Context: an optimization exercise on an open-source flow, tuned for small area and a short achievable clock period. The choices shown serve that exercise and are no tape-out recipe. Only simulation tests tie the RTL to the original design; equivalence was not proved.

==> flow/design.v <==
`timescale 1ns / 1ps
module accelerator #(
    parameter MAP_SIZE = 9'h00a,   
    parameter k = 9'h003,   
    parameter p = 9'h002,   
    parameter s = 1,        
    parameter ptype = 1,   
    parameter act_type = 0, 
    parameter N = 8,      
    parameter Q = 4,      
    parameter AW = 8,     
    parameter DW = 8,     
	 parameter [N-1:0] p_sqr_inv = 8'b00000100
    )(
    input clk,
    input global_rst,
    input ce,
    input [N-1:0] activation,
    input [(k*k)*N-1:0] weight1,
    output [N-1:0] data_out,
    output valid_op,
    output end_op,
    output [N-1:0] conv_out,
    output conv_valid,
    output conv_end
    );
    wire valid_ip;
    wire [N-1:0] relu_op;
    wire [N-1:0] tanh_op;
    wire [N-1:0] pooler_ip;
    wire [N-1:0] pooler_op;
    reg [N-1:0] pooler_op_reg;
	 wire [N-1:0] conv_out_0, conv_out_1;
	 wire valid_0, valid_1;
	 wire end_0, end_1;
	 reg [N-1:0] linebuf [0:k-1];
	 integer y;
	 always @(posedge clk or posedge global_rst) if (global_rst) begin
		for (y=0; y<k-1; y=y+1)
			linebuf[y] <= {N{1'b0}};
	 end else if (ce) begin
		linebuf[0] <= activation;
		for (y=1; y<k-1; y=y+1)
			linebuf[y] <= linebuf[y-1];
	 end
	 wire [N*k-1:0] window0 = {linebuf[2], linebuf[1], linebuf[0]};
	 wire [N*k-1:0] window1 = {linebuf[1], linebuf[0], activation};
	 convolver #(
		.MAP_SIZE(MAP_SIZE),
		.k(k),
		.s(s),
		.N(N),
		.Q(Q)
		) conv0 (
		.clk       (clk),
		.ce        (ce),
		.global_rst(global_rst),
		.activation(window0),     
		.weight1   (weight1),
		.conv_op   (conv_out_0),
		.valid_conv(valid_0),
		.end_conv  (end_0)
		);
		convolver #(
		.MAP_SIZE(MAP_SIZE),
		.k(k),
		.s(s),
		.N(N),
		.Q(Q)
		) conv1 (
		.clk       (clk),
		.ce        (ce),
		.global_rst(global_rst),
		.activation(window1),     
		.weight1   (weight1),
		.conv_op   (conv_out_1),
		.valid_conv(valid_1),
		.end_conv  (end_1)
		);
	   reg toggle;               
		always @(posedge clk or posedge global_rst) begin
			if (global_rst) begin
				toggle <= 0;
			end else if (valid_0 & valid_1) begin
				toggle <= ~toggle;
			end
		end
		wire [N-1:0] conv_op  = toggle ? conv_out_1  : conv_out_0;
		wire         conv_vld = toggle ? valid_1     : valid_0;
		wire         con_end = toggle ? end_1       : end_0;
		assign conv_out   = conv_op;
		assign conv_valid = conv_vld;
		assign conv_end   = con_end;     
		assign valid_ip = conv_valid && (!conv_end);
    relu #(.N(N)) act(                              
            .din_relu(conv_op),
            .dout_relu(relu_op)
        );
    tanh_lut #(.AW(AW),.DW(DW),.N(N),.Q(Q)) tanh(   
            .clk(clk),
            .rst(global_rst),
            .phase(conv_op),
            .tanh(tanh_op)
        );
    assign pooler_ip = act_type ? tanh_op : relu_op;
    pooler #(.N(N),.Q(Q),.m(MAP_SIZE-k+1),.p(p),.ptype(ptype),.p_sqr_inv(p_sqr_inv)) pool(  
            .clk(clk),
            .ce(valid_ip),
            .master_rst(global_rst),
            .data_in(pooler_ip),
            .data_out(pooler_op),
            .valid_op(valid_op),
            .end_op(end_op)
        );
    assign data_out = pooler_op;
endmodule
`timescale 1ns / 1ps
module convolver #(
  parameter MAP_SIZE = 9'h00a,         
  parameter k = 9'h003,         
  parameter s = 1,              
  parameter N = 8,             
  parameter Q = 4              
)(
  input          clk,
  input          ce,
  input          global_rst,
  input [N-1:0]  activation,
  input [(k*k)*N-1:0] weight1,
  output [N-1:0]  conv_op,
  output          valid_conv,
  output          end_conv
);
  wire [N-1:0] weight [0:k*k-1];
  wire [N-1:0] tmp    [0:k*k];
  genvar l;
  generate
    for (l = 0; l < k*k; l = l + 1) begin : UNP
      assign weight[l] = weight1[N*l +: N];
    end
  endgenerate
  assign tmp[0] = 'd0;
  genvar i;
  generate
    for (i = 0; i < k*k; i = i + 1) begin : MAC
      if ((i+1) % k == 0) begin
        if (i == k*k-1) begin
          mac_manual #(.N(N)) mac_end (
            .clk(clk), .ce(ce), .sclr(global_rst),
            .a(activation), .b(weight[i]), .c(tmp[i]),
            .p(conv_op)
          );
        end else begin
          wire [N-1:0] tmp2;
          mac_manual #(.N(N)) mac_mid (
            .clk(clk), .ce(ce), .sclr(global_rst),
            .a(activation), .b(weight[i]), .c(tmp[i]),
            .p(tmp2)
          );
          variable_shift_reg #(.WIDTH(N), .SIZE(MAP_SIZE-k)) SR (
            .clk(clk), .ce(ce), .rst(global_rst),
            .d(tmp2), .out(tmp[i+1])
          );
        end
      end else begin
        mac_manual #(.N(N), .Q(Q)) mac_core (
          .clk(clk), .ce(ce), .sclr(global_rst),
          .a(activation), .b(weight[i]), .c(tmp[i]),
          .p(tmp[i+1])
        );
      end
    end
  endgenerate
  localparam integer OUT_H     = (MAP_SIZE - k)/s + 1;
  localparam integer OUT_W     = (MAP_SIZE - k)/s + 1;
  localparam integer TOTAL_OUT = OUT_H * OUT_W;
  localparam integer FILL_CYCLES = (k-1)*MAP_SIZE + (k-1);
  reg [$clog2(FILL_CYCLES+1)-1:0] count;
  reg [$clog2(TOTAL_OUT)-1:0]     out_cnt;
  wire pipeline_ready = (count >= FILL_CYCLES);
  wire valid_here    = pipeline_ready && (((count - FILL_CYCLES) % s) == 0);
  always @(posedge clk or posedge global_rst) begin
    if (global_rst) begin
      count   <= 0;
      out_cnt <= 0;
    end else if (ce) begin
      count <= count + 1;
      if (valid_here)
        out_cnt <= out_cnt + 1;
    end
  end
  assign valid_conv = valid_here;
  assign end_conv   = valid_here && (out_cnt == TOTAL_OUT-1);
endmodule
module mac_manual #(parameter N = 8,parameter Q = 4)(
    input clk,sclr,ce,
    input [N-1:0] a,
    input [N-1:0] b,
    input [N-1:0] c,
    output [N-1:0] p
    );
    wire [N-1:0] mult,add;
    reg [N-1:0] tmp;
    wire ovr;
    qmult #(N,Q) mul (
                .clk(clk),
                .rst(sclr),
                .a(a),
                .b(b),
                .q_result(mult),
                .overflow(ovr)
                );
    qadd #(N,Q) add1 (
                .a(mult),
                .b(c),
                .c(add)
                );
    always@(posedge clk,posedge sclr)
           begin
               if(sclr)
               begin
                   tmp <= 0;
               end
               else if(ce)
               begin
                   tmp <= add;
               end
           end
           assign p = tmp;
endmodule
`timescale 1ns / 1ps
module qmult #(
	parameter N = 8,
	parameter Q = 4
	)
	(
	 input                  clk,
	 input                  rst,
	 input			[N-1:0]	a,
	 input			[N-1:0]	b,
	 output         [N-1:0] q_result,     
     output			overflow              
	 );
	wire [2*N-1:0]	f_result;		 
	wire [N-1:0]   multiplicand;
	wire [N-1:0]	multiplier;
	wire [N-1:0]    a_2cmp, b_2cmp;
	wire [N-2:0]    quantized_result,quantized_result_2cmp;
	assign a_2cmp = {~a[N-1],~a[N-2:0]+ 1'b1};   
	assign b_2cmp = {~b[N-1],~b[N-2:0]+ 1'b1};   
    assign multiplicand = (a[N-1]) ? a_2cmp : a;              
    assign multiplier   = (b[N-1]) ? b_2cmp : b;
     assign f_result = multiplicand[N-2:0] * multiplier[N-2:0];   
    assign q_result[N-1] = a[N-1]^b[N-1];                      
    assign quantized_result = f_result[N-2+Q:Q];               
    assign quantized_result_2cmp = ~quantized_result[N-2:0] + 1'b1;   
    assign q_result[N-2:0] = (a[N-1]^b[N-1]) ? quantized_result_2cmp : quantized_result;  
    assign overflow = (f_result[2*N-2:N-1+Q] > 0) ? 1'b1 : 1'b0;
endmodule
`timescale 1ns / 1ps
module qadd #(
	parameter N = 8,
	parameter Q = 4
	)
	(
    input [N-1:0] a,
    input [N-1:0] b,
    output [N-1:0] c
    );
assign c = a + b;
endmodule
`timescale 1ns / 1ps
module variable_shift_reg #(
  parameter WIDTH = 8,
  parameter SIZE  = 3
)(
  input               clk,
  input               ce,
  input               rst,
  input  [WIDTH-1:0]  d,
  output [WIDTH-1:0]  out
);
  reg [WIDTH-1:0] sr [0:SIZE-1];
  genvar i;
  generate
    for (i = 0; i < SIZE; i = i + 1) begin : SR_LOOP
      always @(posedge clk or posedge rst) begin
        if (rst)
          sr[i] <= {WIDTH{1'b0}};
        else if (ce)
          sr[i] <= (i == 0 ? d : sr[i-1]);
      end
    end
  endgenerate
  assign out = sr[SIZE-1];
endmodule
`timescale 1ns / 1ps
module relu #(parameter N = 8) (
    input  [N-1:0] din_relu,
    output [N-1:0] dout_relu
);
    assign dout_relu = din_relu[N-1] ? {N{1'b0}} : din_relu;
endmodule
`timescale 1ns / 1ps
module tanh_lut #(
    parameter AW = 8,          
    parameter DW = 8,          
    parameter N  = 8,          
    parameter Q  = 4           
)(
    input                 clk,
    input                 rst,
    input  [N-1:0]        phase,
    output [DW-1:0]       tanh
);
    (* ram_style = "block" *) reg [DW-1:0] mem [(1<<AW)-1:0];
    initial begin
        $readmemb("tanh_data.mem", mem);
    end
    reg [AW-1:0] addra_reg;
    reg [AW-1:0] addrb_reg;
    always @(posedge clk) begin
        if (rst) begin
            addra_reg <= 0;
            addrb_reg <= 0;
        end else begin
            addra_reg <= phase[AW-1:0];
            addrb_reg <= phase[AW-1:0] + 1'b1;
        end
    end
    wire [DW-1:0] tanh_a = mem[addra_reg];
    wire [DW-1:0] tanh_b = mem[addrb_reg];
    wire [Q-1:0] frac           = phase[Q-1:0];
    localparam [Q-1:0] ONE_Q   = {1'b1, {(Q-1){1'b0}}};
    wire [Q-1:0] one_minus_frac = ONE_Q - frac;
    wire [N-1:0] p1, p2;
    wire         ov1, ov2;
    qmult #( .N(N), .Q(Q) ) mul1 (
        .clk(clk), .rst(rst),
        .a(tanh_a), .b(frac),
        .q_result(p1), .overflow(ov1)
    );
    qmult #( .N(N), .Q(Q) ) mul2 (
        .clk(clk), .rst(rst),
        .a(tanh_b), .b(one_minus_frac),
        .q_result(p2), .overflow(ov2)
    );
    wire [DW-1:0] tanh_temp = p1 + p2;
    localparam [DW-1:0] SAT_POS = { 1'b0, {(DW-Q-1){1'b0}}, 1'b1, {(Q-1){1'b0}} };
    localparam [DW-1:0] SAT_NEG = { 1'b1, {(DW-Q-1){1'b1}}, 1'b0, {(Q-1){1'b0}} };
    assign tanh = phase[N-1]
        ? ( phase[N-2] ? SAT_NEG    
                        : (~tanh_temp + 1'b1) )  
        : ( phase[N-2] ? SAT_POS    
                        : tanh_temp );  
endmodule
`timescale 1ns / 1ps
module pooler #(
    parameter m = 9'h00c,
    parameter p = 9'h003,
    parameter N = 8,
    parameter Q = 4,
    parameter ptype = 1,  
    parameter [N-1:0] p_sqr_inv = 8'b00000100
    )(
    input clk,
    input ce,
    input master_rst,
    input [N-1:0] data_in,
    output [N-1:0] data_out,
    output valid_op,                
    output end_op                   
    );
    wire rst_m,load_sr,global_rst; 
    wire [1:0] sel;
    wire [N-1:0] comp_op;
    wire [N-1:0] sr_op;
    wire [N-1:0] max_reg_op;
    wire [N-1:0] div_op;
    wire ovr;
    wire [N-1:0] mux_out;
    control_logic2 #(m,p) log(     
	    clk,
	    master_rst,
	    ce,
	    sel,
	    rst_m,
	    valid_op,
	    load_sr,
	    global_rst,
	    end_op
      );
    comparator2 #(.N(N),.ptype(ptype)) cmp(
        ce,         
	    data_in,
	    mux_out,
	    comp_op
      );
    max_reg #(.N(N)) m1(               
    	clk,
    	ce,
	    comp_op,
	    rst_m,
	    master_rst,
	    max_reg_op
      );
    variable_shift_reg #(.WIDTH(N),.SIZE((m/p))) SR (
         .d(comp_op),                 
         .clk(clk),                 
         .ce(load_sr),                 
         .rst(global_rst && master_rst),         
         .out(sr_op)             
         );
   input_mux #(.N(N)) mux(sr_op,max_reg_op,sel,mux_out);
   qmult #(N,Q) mul (clk,rst_m,max_reg_op,p_sqr_inv,div_op,ovr); 
   assign data_out = ptype ? max_reg_op : div_op;  
endmodule
`timescale 1ns / 1ps
module control_logic2(
    input clk,
    input master_rst,
    input ce,
    output reg [1:0] sel,
    output reg rst_m,
    output reg op_en,
    output reg load_sr,
    output reg global_rst,
    output reg end_op
    );
    parameter m = 9'h01a;
    parameter p = 9'h002;
    integer row_count;
    integer col_count;
    integer count;
    integer nbgh_row_count;
    always@(posedge clk) begin 
        if(master_rst) begin
        sel <=0;
        load_sr <=0;
        rst_m <=0;
        op_en <=0;
        global_rst <=0;
        end_op <=0;
        end
        else begin
        if(((col_count+1)%p !=0)&&(row_count == p-1)&&(col_count == p*count + (p-2))&&ce)    
        begin     
        op_en <=1;
        end 
        else begin
        op_en <=0;
        end
            if(ce) 
            begin
                if(nbgh_row_count == m/p)     
                begin     
                    end_op <=1;
                end
                else 
                begin
                    end_op <=0;
                end
                if(((col_count+1) % p != 0)&&(col_count == m-2)&&(row_count == p-1))  
                begin   
                    global_rst <= 1;                            
                end
                else 
                begin
                    global_rst <= 0;
                end  
                if((((col_count+1) % p == 0)&&(count != m/p-1)&&(row_count != p-1))||((col_count == m-1)&&(row_count == p-1)))      
                begin    
                  rst_m <= 1;              
                end  
                else 
                begin
                    rst_m <= 0;
                end   
                if(((col_count+1) % p != 0)&&(col_count == m-2)&&(row_count == p-1)) 
                begin
                    sel <= 2'b10;
                end
                else 
                begin
                    if((((col_count) % p == 0)&&(count == m/p-1)&&(row_count != p-1))|| (((col_count) % p == 0)&&(count != m/p-1)&&(row_count == p-1))) begin      
                        sel<=2'b01;
                    end 
                    else 
                    begin
                        sel <= 2'b00;
                    end
                end
                if((((col_count+1) % p == 0)&&((count == m/p-1)))||((col_count+1) % p == 0)&&((count != m/p-1)))  
                begin     
                    load_sr <= 1;                                  
                end 
                else 
                begin
                    load_sr <= 0;
                end
            end
        end 
    end 
    always@(posedge clk) begin             
        if(master_rst) begin
            row_count <=0;
            col_count <=32'hffffffff;
            count <=32'hffffffff;
            nbgh_row_count <=0;
        end
        else 
        begin
            if(ce) 
            begin
                if(global_rst)
                begin
                   row_count <=0;
                   col_count <=32'h0; 
                   count <=32'h0; 
                   nbgh_row_count <= nbgh_row_count + 1'b1; 
                end
                else
                begin
                    if(((col_count+1) % p == 0)&&(count == m/p-1)&&(row_count != p-1))  
                    begin
                        col_count <= 0;
                        row_count <= row_count + 1'b1;
                        count <=0;
                    end
                    else 
                    begin
                        col_count<=col_count+1'b1;
                        if(((col_count+1) % p == 0)&&(count != m/p-1)) 
                        begin
                            count <= count+ 1'b1;
                        end 
                    end
                end
            end
        end  
    end 
    endmodule
`timescale 1ns / 1ps
module comparator2 #(
    parameter N = 8,
    parameter Q = 4,
    parameter ptype = 1
    )(
    input ce,
    input [N-1:0] ip1,
    input [N-1:0] ip2,
    output [N-1:0] comp_op
    );
    wire [N-1:0] ip1_2cmp, ip2_2cmp;   
    reg [N-1:0] temp;
    assign ip1_2cmp = {~ip1[N-1],~ip1[N-2:0] + 1'b1};
    assign ip2_2cmp = {~ip2[N-1],~ip2[N-2:0] + 1'b1};
    assign comp_op = ce ? temp : 'd0;
    always@(*)
    begin
        if(ptype == 0)
        begin
            temp = ip1 + ip2;         
        end
        else
        begin
            if( (ip1[N-1] == 0) & (ip2[N-1] == 0) )
            begin
                temp = (ip1>ip2) ? ip1:ip2;
            end
            else if ( (ip1[N-1] == 1) & (ip2[N-1] == 1) )
            begin
                temp = (ip1_2cmp > ip2_2cmp) ? ip2 : ip1;    
            end
            else if ( (ip1[N-1] == 1) & (ip2[N-1] == 0) )
            begin
                temp = ip2;
            end            
            else  
            begin
                temp = ip1;
            end
        end
    end
endmodule
`timescale 1ns / 1ps
module max_reg #(parameter N = 8) (
    input clk,
    input ce,
    input [N-1:0] din,
    input rst_m,
    input master_rst,
    output reg [N-1:0] reg_op
    );
    always@(posedge clk) 
    begin
    	if(master_rst)
    		reg_op <= 0;
    	else 
        begin
            if(ce) 
            begin
		   	  if(rst_m) begin
		    	 reg_op <=0;
		      end
		      else begin
		    	 reg_op <= din;
			 end
		    end
		end
	end
endmodule
`timescale 1ns / 1ps
module input_mux #(parameter N = 8)(
    input [N-1:0] ip1,
    input [N-1:0] ip2,
    input [1:0] sel,
    output [N-1:0] op
    );
    assign op = (sel == 2'b01) ? ip1 : ((sel == 2'b00) ? ip2: 0);
endmodule
==> flow/tanh_data.mem <==
11110000
11110000
11110000
11110000
11110000
11110000
11110000
11110000
11110000
11110000
11110000
11110000
11110000
11110000
11110000
11110000
11110000
11110000
11110000
11110000
11110000
11110000
11110000
11110000
11110000
11110000
11110000
11110000
11110000
11110000
11110000
11110000
11110000
11110000
11110000
11110000
11110000
11110000
11110000
11110000
11110001
11110001
11110001
11110001
11110001
11110001
11110001
11110001
11110001
11110001
11110001
11110001
11110001
11110001
11110001
11110001
11110001
11110001
11110001
11110001
11110001
11110001
11110001
11110001
11110010
11110010
11110010
11110010
11110010
11110010
11110010
11110010
11110010
11110010
11110010
11110010
11110011
11110011
11110011
11110011
11110011
11110011
11110011
11110100
11110100
11110100
11110100
11110100
11110100
11110100
11110101
11110101
11110101
11110101
11110101
11110110
11110110
11110110
11110110
11110111
11110111
11110111
11110111
11111000
11111000
11111000
11111001
11111001
11111001
11111001
11111010
11111010
11111010
11111011
11111011
11111011
11111100
11111100
11111100
11111101
11111101
11111110
11111110
11111110
11111111
11111111
11111111
00000000
00000000
00000001
00000001
00000001
00000010
00000010
00000010
00000011
00000011
00000100
00000100
00000100
00000101
00000101
00000101
00000110
00000110
00000110
00000111
00000111
00000111
00000111
00001000
00001000
00001000
00001001
00001001
00001001
00001001
00001010
00001010
00001010
00001010
00001011
00001011
00001011
00001011
00001011
00001100
00001100
00001100
00001100
00001100
00001100
00001100
00001101
00001101
00001101
00001101
00001101
00001101
00001101
00001110
00001110
00001110
00001110
00001110
00001110
00001110
00001110
00001110
00001110
00001110
00001110
00001111
00001111
00001111
00001111
00001111
00001111
00001111
00001111
00001111
00001111
00001111
00001111
00001111
00001111
00001111
00001111
00001111
00001111
00001111
00001111
00001111
00001111
00001111
00001111
00010000
00010000
00010000
00010000
00010000
00010000
00010000
00010000
00010000
00010000
00010000
00010000
00010000
00010000
00010000
00010000
00010000
00010000
00010000
00010000
00010000
00010000
00010000
00010000
00010000
00010000
00010000
00010000
00010000
00010000
00010000
00010000
00010000
00010000
00010000
00010000
00010000
00010000
00010000
00010000
==> flow/run.sh <==
#!/bin/bash
# synth_recipe.tcl (not shown) runs the flow's synth.tcl, then flattens the netlist and writes it again
# the make line also repeats each setting of config.mk as NAME=value (left out here)
make -C /OpenROAD-flow-scripts/flow DESIGN_CONFIG=/design/flow/config.mk WORK_HOME=/design/flow/orfs CLKGATE_MAP_FILE= SYNTH_SCRIPT=/design/flow/synth_recipe.tcl finish
==> flow/config.mk <==
export PLATFORM = sky130hd
export DESIGN_NAME = accelerator
export DESIGN_NICKNAME = accelerator
export VERILOG_FILES = /design/flow/design.v
export SDC_FILE = /design/flow/constraint.sdc
export NUM_CORES = 4
export LEC_CHECK = 0
export CAP_MARGIN = 20
export CORE_MARGIN = 2
export CORE_UTILIZATION = 40
export SLEW_MARGIN = 20
==> flow/constraint.sdc <==
create_clock -name core_clock -period 8.0 [get_ports {clk}]
set_input_delay 1.6000 -clock core_clock [delete_from_list [all_inputs] [get_ports {clk}]]
set_output_delay 1.6000 -clock core_clock [all_outputs]
set_load 0.01 [all_outputs]
==> run notes <==
==> cells in the mapped netlist (65+ instances only) <==
cell      count
a21oi_1     225
clkbuf_1    204
dfrtp_1     427
dfxtp_1     141
fa_1        394
ha_1        504
inv_1       532
mux2_2      387
nand2_1     509
nand3_1      83
nand4_1      65
nor2_1      633
o21ai_0     143
xnor2_1     482
xor2_1      195
==> final cells by class <==
type | instances | area, sq um | area share
Sequential cell | 568 | 13500 | 0.211
Multi-Input combinational cell | 4427 | 37800 | 0.590
Clock buffer | 95 | 1960 | 0.0305
Clock inverter | 33 | 549 | 0.00857
Tap cell | 1768 | 2210 | 0.0345
Timing Repair Buffer | 725 | 6010 | 0.0938
Inverter | 536 | 2020 | 0.0316
Antenna cell | 1 | 2.50 | 0.0000391
==> per-stage QoR <==
stage / setup TNS, ns
6_report: 0
5_1_grt: -0.0300
4_1_cts: 0
3_5_place_dp: -10.67
3_3_place_gp: -6.51
2_1_floorplan: -0.0204
==> per-layer routing <==
layer  vias to the layer above  part of all wire  global-route usage
li1                      20400                 -                   -
met1                     20600              0.47               0.292
met2                       839              0.46               0.345
met3                       177             0.046              0.0292
met4                         6             0.025              0.0557
met5                         -           0.00030                   0
==> logic make-up after synthesis <==
| logic type | after synthesis | share of synthesized area |
|---|---|---|
| and+or+nand+nor | 1729 | 0.147 |
| adders and majority gates | 898 | 0.264 |
| buffers and inverters | 782 | 0.0550 |
| AOI/OAI and AO/OA | 693 | 0.0834 |
| xor gates and xnor gates | 679 | 0.111 |
| DFF | 568 | 0.251 |
| muxes | 427 | 0.0888 |
| other | 1 | 0.0000696 |
==> worst max-delay path by stage <==
stage / to / depth (start not counted) / slack (ns)
global placement: conv1.MAC[4].genblk1.mac_core.tmp[7] / 29 / -0.38
finish: conv1.MAC[1].genblk1.mac_core.tmp[7] / 27 / 0.33
detailed placement: conv1.MAC[8].genblk1.genblk1.mac_end.tmp[7] / 28 / -0.47
floorplan: conv1.MAC[2].genblk1.genblk1.mac_mid.tmp[7] / 30 / -0.02
CTS: conv1.MAC[4].genblk1.mac_core.tmp[7] / 29 / 0.24
global route: conv1.MAC[4].genblk1.mac_core.tmp[7] / 30 / -0.03
==> flip-flops by register name, indices dropped and copies added, names as in the netlist, 2 cells and up <==
signal                                 cells
conv1.count                                5
conv0.MAC.genblk1.genblk1.mac_mid.tmp     16
conv1.MAC.genblk1.genblk1.mac_mid.tmp     16
conv0.out_cnt                              6
pool.m1.reg_op                             7
conv0.MAC.genblk1.genblk1.mac_end.tmp      8
conv1.MAC.genblk1.genblk1.SR.sr          112
conv0.MAC.genblk1.mac_core.tmp            48
conv1.MAC.genblk1.genblk1.mac_end.tmp      8
linebuf                                    8
conv0.MAC.genblk1.genblk1.SR.sr          112
pool.log.col_count                        32
pool.log.sel                               2
pool.SR.sr                                28
pool.log.row_count                        32
pool.log.count                            32
conv1.MAC.genblk1.mac_core.tmp            48
pool.log.nbgh_row_count                   32
conv0.count                                5
conv1.out_cnt                              6
==> run notes <==
CTS Buf Count 70; CP Buf/Inv Count 7; setup bufs post-CTS 0; P&R area growth vs syn 19.0%; Core Box Area 134000 sq um; CP delay by family, top adder cells; beginning of the critical path activation[2]; via/cell ratio 5.16; unrepaired setup endpoints after global routing true; wire per inst 17.4 microns; type of the worst min-delay path reg2reg; DRT Pass-1 Iters 5; die area 138000 sq um; PostCTS Resize Cnt 0; Total GRT Usage 0.211; Worst Hold Path EP conv1.out_cnt[4]; ys flop type dfrtp_1; Startpoint Class primary input; CTS Buffer Depth 3; CTS tree yes; r2r endpoint conv0.MAC[5].genblk1.genblk1.mac_mid.tmp[7]; CP Data Arrival Time 8.20 ns; non-filler cells, final 8153; Placed Cells 8024; status finished clean; most common cell after layout, fill and taps aside nor2_1; Yosys Warn Count 17; clock root cell clkbuf_16; slack of the critical path 0.332 ns; hold buffer count at CTS 0; Core Util, Final 0.479; most frequent cells in the layout nor2_1 (632), buf_4 (599), inv_1 (530), nand2_1 (508), ha_1 (504); Final Hold Vio Count 0; ys async rst share 0.752; Setup violations, final 0; synthesized flop and latch total 568; cell area after layout 64100 sq um; Die Width 371 microns; Seq/Total Area, Yosys 0.251; GR Overflow Total 0; Final min period 7.67 ns; Final GP Congestion 0.895; Worst-path clk slew 0.06 ns; placed inst area 61500 sq um; maxcap violations 0; max incr delay on CP 0.56 ns; worst hold path startpoint conv1.out_cnt[4]; first-pass GRT wire length 232000 microns; Yosys top cell by area dfrtp_1; slowest library cell on the worst path fa_1; post-synth top area share 0.198; layout cells sized above 1 0.193; Die Span Y 371 microns; largest net degree at the start of global routing 180; library cells used by synthesis 93; Synth Net Count 6758; critical path class in2reg; 1st-iter DRT viols 2689; Clock Skew 0.0436 ns; I/O pin cnt 103; clock latency (worst-skew pair) 0.67 ns; synthesized area 53900 sq um; total wire length 142000 microns; Crit. End Element register; vias post-DR 42.0k; std cell rows 134; CTS sink count 568; Final Cycle Share 0.959; worst-path maximum fanout 11; Port Buffer Count 101; syn_area_per_cell 9.32 sq um; flop2flop setup slack 0.61 ns; Min-Delay Path Depth 1; DRT antenna net count 0; vias in the first global route 43.0k; Slew Viols, Final 0; Worst-Margin Slew 1.07 ns; # nets final 7309; Fillers 12.5k; FF-to-FF path depth 26; initial antenna violation count 5; Syn Inst Count 5777; Initial Utilization 0.403; DRC viols 0; Post-synth EDFFs 0; Post-DP HPWL 110000 microns; top cells by area, synth dfrtp_1 (20%), fa_1 (15%), ha_1 (12%), mux2_2 (8.1%), xnor2_1 (7.8%); CTS H-tree lvls 3; Worst R2R Start linebuf[0][2]; worst path required time 8.53 ns; Post-Place Worst Slack -0.469 ns; WHS 0.469 ns; Worst slew margin 0.286; Fmax 130 MHz

## re-timing with driven ports
The results above use ideal ports. As a check the final layout listed here was re-extracted and re-timed, cells and wires unchanged.
Step 1, drivers: a clkbuf_16 drives clk and a buf_2 each remaining input, both assumed.
Step 2 times the ports against the registers' clock, not the clock port: input delays grow and output delays shrink by t, the midpoint of the rising clock arrivals with the driver on.
a / b / c = ideal / step 1 / step 2; a / b = the first two.
t, ns: 0.738
slack for setup (ns): 0.332 / 0.381 / -0.357
slew at the worst register clock pin (ns): 0.06 / 0.06
worst slew at a driven data input, ns: 0.15
pins driven straight from the clock port: 1
Met with ideal ports but missed after step 2: setup timing in this run. The setup slack of this run moves by +0.049 ns with the drivers and by -0.689 ns with both steps.
